This design comes from an exercise in tuning for small area on the open sky130 flow, not from production work. The RTL was checked by simulation tests, not by an equivalence proof against the original design. The flow treats the clock pin as an ideal source, which a real chip does not have. No activity file was given, so power comes from the tool's default toggle rates.

==> flow/design.v (excerpt) <==
module pong (
  input i_Clk,
  input i_Rst,
  input i_Switch_1,
  input i_Switch_2,
  input i_Switch_3,
  input i_Switch_4,
  output o_LED_1,
  output o_LED_2,
  output o_LED_3,
  output o_LED_4,
  output o_Segment1_A,
  output o_Segment1_B,
  output o_Segment1_C,
  output o_Segment1_D,
  output o_Segment1_E,
  output o_Segment1_F,
  output o_Segment1_G,
  output o_Segment2_A,
  output o_Segment2_B,
  output o_Segment2_C,
  output o_Segment2_D,
  output o_Segment2_E,
  output o_Segment2_F,
  output o_Segment2_G,
  output o_VGA_Red_0,
  output o_VGA_Red_1,
  output o_VGA_Red_2,
  output o_VGA_Grn_0,
  output o_VGA_Grn_1,
  output o_VGA_Grn_2,
  output o_VGA_Blu_0,
  output o_VGA_Blu_1,
  output o_VGA_Blu_2,
  output o_VGA_HSync,
  output o_VGA_VSync
  );
export LEC_CHECK = 0
export CAP_MARGIN = 0
export CORE_MARGIN = 2
export CORE_UTILIZATION = 45
export SLEW_MARGIN = 0
create_clock -name core_clock -period 10.0 [get_ports {i_Clk}]
standard.sh (not shown) runs the stock make flow with config.mk's settings and CLKGATE_MAP_FILE= SYNTH_SCRIPT=/design/flow/synth_recipe.tcl, a recipe that flattens the netlist after the stock synthesis.
==> flow/flow/run.sh <==
#!/bin/bash
# Own layout flow: the standard synthesis, then an area-oriented re-mapping of the
# logic between the registers (registers untouched: same cells, same names), then the standard flow's
# standard layout from floorplan to finish with smaller port and clock buffers.
set -euo pipefail
W=$(pwd)
R=$W/orfs/results/${FLOW_PLATFORM}/pong/base
YOSYS=yosys
[[ -x $FLOW_HOME/../tools/install/yosys/bin/yosys ]] && YOSYS=$FLOW_HOME/../tools/install/yosys/bin/yosys
LIB=$FLOW_HOME/platforms/${FLOW_PLATFORM}/lib/sky130_fd_sc_hd__tt_025C_1v80.lib

# 1. standard synthesis
bash standard.sh synth > $W/1_standard_synth.log 2>&1
cp $R/1_2_yosys.v $W/synth_standard.v

# 2. re-map the logic for area: ABC deepsyn with several seeds in parallel, keep the smallest
SEEDS="1 2 3 4"
for S in $SEEDS; do
  sed -e "s#@SEED@#$S#g" $W/flow/area.abc > $W/area_$S.abc
  sed -e "s#@LIB@#$LIB#g" -e "s#@IN@#$W/synth_standard.v#g" -e "s#@OUT@#$W/synth_remapped_$S.v#g" \
      -e "s#@ABC@#$W/area_$S.abc#g" -e "s#@TOP@#$FLOW_TOP#g" $W/flow/remap.ys > $W/remap_$S.ys
  $YOSYS -s $W/remap_$S.ys > $W/2_remap_$S.log 2>&1 &
done
wait || true
BEST=""; BEST_AREA=""
for S in $SEEDS; do
  A=$(grep -a "Chip area for module" $W/2_remap_$S.log | tail -1 | sed 's/.*: //') || true
  [[ -s $W/synth_remapped_$S.v && -n "$A" ]] || continue
  if [[ -z "$BEST" ]] || awk "BEGIN {exit !($A < $BEST_AREA)}"; then BEST=$S; BEST_AREA=$A; fi
done
echo "remap seeds: best $BEST area $BEST_AREA" > $W/2_remap_choice.log
for S in $SEEDS; do echo "seed $S: $(grep -a 'Chip area for module' $W/2_remap_$S.log | tail -1)" >> $W/2_remap_choice.log; done
[[ -n "$BEST" ]]
cp $W/synth_remapped_$BEST.v $R/1_2_yosys.v
touch $R/1_2_yosys.v

# 3. standard layout on the re-mapped netlist; ports get the smallest buffer, the clock tree
#    small buffers and no dummy loads
export BUFFER_PORTS_ARGS="-buffer_cell sky130_fd_sc_hd__buf_1"
export CTS_ARGS="-sink_clustering_enable -repair_clock_nets -root_buf sky130_fd_sc_hd__clkbuf_8 -buf_list sky130_fd_sc_hd__clkbuf_8 -dont_use_dummy_load"
bash standard.sh finish > $W/3_standard_layout.log 2>&1
Other scripts of this flow, unchanged in this note and not shown: flow/flow/area.abc, flow/flow/remap.ys
The baseline ran to the end with no violations.
Rerun with:
--- a/flow/flow/run.sh
+++ b/flow/flow/run.sh
@@ -4 +4,2 @@
-# standard layout from floorplan to finish with smaller port and clock buffers.
+# standard layout from floorplan to finish with smaller port and clock buffers, the clock
+# buffers that drive too slow a clock edge made one size larger.
@@ -40,2 +41,12 @@
-export CTS_ARGS="-sink_clustering_enable -repair_clock_nets -root_buf sky130_fd_sc_hd__clkbuf_8 -buf_list sky130_fd_sc_hd__clkbuf_8 -dont_use_dummy_load"
-bash standard.sh finish > $W/3_standard_layout.log 2>&1
+export CTS_ARGS="-sink_clustering_enable -repair_clock_nets -root_buf sky130_fd_sc_hd__clkbuf_8 -buf_list sky130_fd_sc_hd__clkbuf_4 -dont_use_dummy_load"
+bash standard.sh cts > $W/3_standard_to_cts.log 2>&1
+
+# 4. clock buffers that leave a flip-flop clock pin slow get the next size up
+cp $R/4_cts.odb $W/4_cts_standard.odb
+FIX_LIB=$LIB FIX_IN_ODB=$W/4_cts_standard.odb FIX_IN_SDC=$R/4_cts.sdc FIX_OUT_ODB=$R/4_cts.odb \
+  FIX_SLEW_PS=100 FIX_BUF=sky130_fd_sc_hd__clkbuf_8 \
+  openroad -no_init -exit $W/flow/cts_fix.tcl > $W/4_cts_fix.log 2>&1
+touch $R/4_cts.odb
+
+# 5. standard layout from global routing to finish
+bash standard.sh finish > $W/5_standard_layout.log 2>&1
==> flow/flow/cts_fix.tcl (new file) <==
# After CTS: give each clock buffer whose flip-flop clock pins see a slow slew the next
# larger clock buffer, then legalise the placement again.
read_liberty $::env(FIX_LIB)
read_db $::env(FIX_IN_ODB)
read_sdc $::env(FIX_IN_SDC)
source $::env(FLOW_HOME)/platforms/$::env(FLOW_PLATFORM)/setRC.tcl
estimate_parasitics -placement
set limit $::env(FIX_SLEW_PS)
set bigger $::env(FIX_BUF)
set todo [dict create]
foreach pin [all_registers -clock_pins -edge_triggered] {
  set worst 0
  foreach edge {rise fall} {
    foreach analysis {min max} {
      set s [get_property $pin slew_${analysis}_$edge]
      set ps [expr {[sta::time_ui_sta $s] * 1e12}]
      if {$ps > $worst} { set worst $ps }
    }
  }
  if {$worst > $limit} {
    foreach drv [get_pins -of_objects [get_nets -of_objects $pin] -filter "direction == output"] {
      set cell [get_cells -of_objects $drv]
      dict set todo [get_full_name $cell] $worst
    }
  }
}
foreach inst [dict keys $todo] {
  set c [get_cells $inst]
  set ref [get_property $c ref_name]
  if {$ref ne $bigger} {
    puts "upsizing $inst ($ref, clock pin slew [format %.1f [dict get $todo $inst]] ps) to $bigger"
    replace_cell $c $bigger
  }
}
detailed_placement
check_placement -verbose
write_db $::env(FIX_OUT_ODB)
Final area goes down by 0.67%.
Combinational power is about the same.
First-iteration DRC count goes down by 5.1%.
Flip-flop and latch count is unchanged.
Critical path depth goes up by 1.
Maximum frequency hardly moves.

-- port drivers added, routing unchanged --
No port has a modelled driver above. Below, the same layouts with a new extraction and two added sets of constraints.
Step 1 (the two cells are an assumption about what drives the block):
set clk [get_ports {i_Clk}]
set_driving_cell -lib_cell sky130_fd_sc_hd__clkbuf_16 $clk
set_driving_cell -lib_cell sky130_fd_sc_hd__buf_2 [delete_from_list [all_inputs] $clk]
Step 2, shift: input delay + t, output delay - t, t = (earliest + latest rising clock arrival at the registers) / 2. This alone moves slack from input paths to output paths.
Slacks: no drivers / after step 1 / after step 2; pairs: no drivers / after step 1.
| run | shift t [ns] | slack for setup (ns) | worst register clock-pin slew, ns |
|---|---|---|---|
| the first run | 0.476 | 4.226 / 4.188 / 4.663 | 0.09 / 0.09 |
| the second run | 0.458 | 4.210 / 4.172 / 4.629 | 0.09 / 0.09 |
After both steps setup and hold are still met in every run listed.
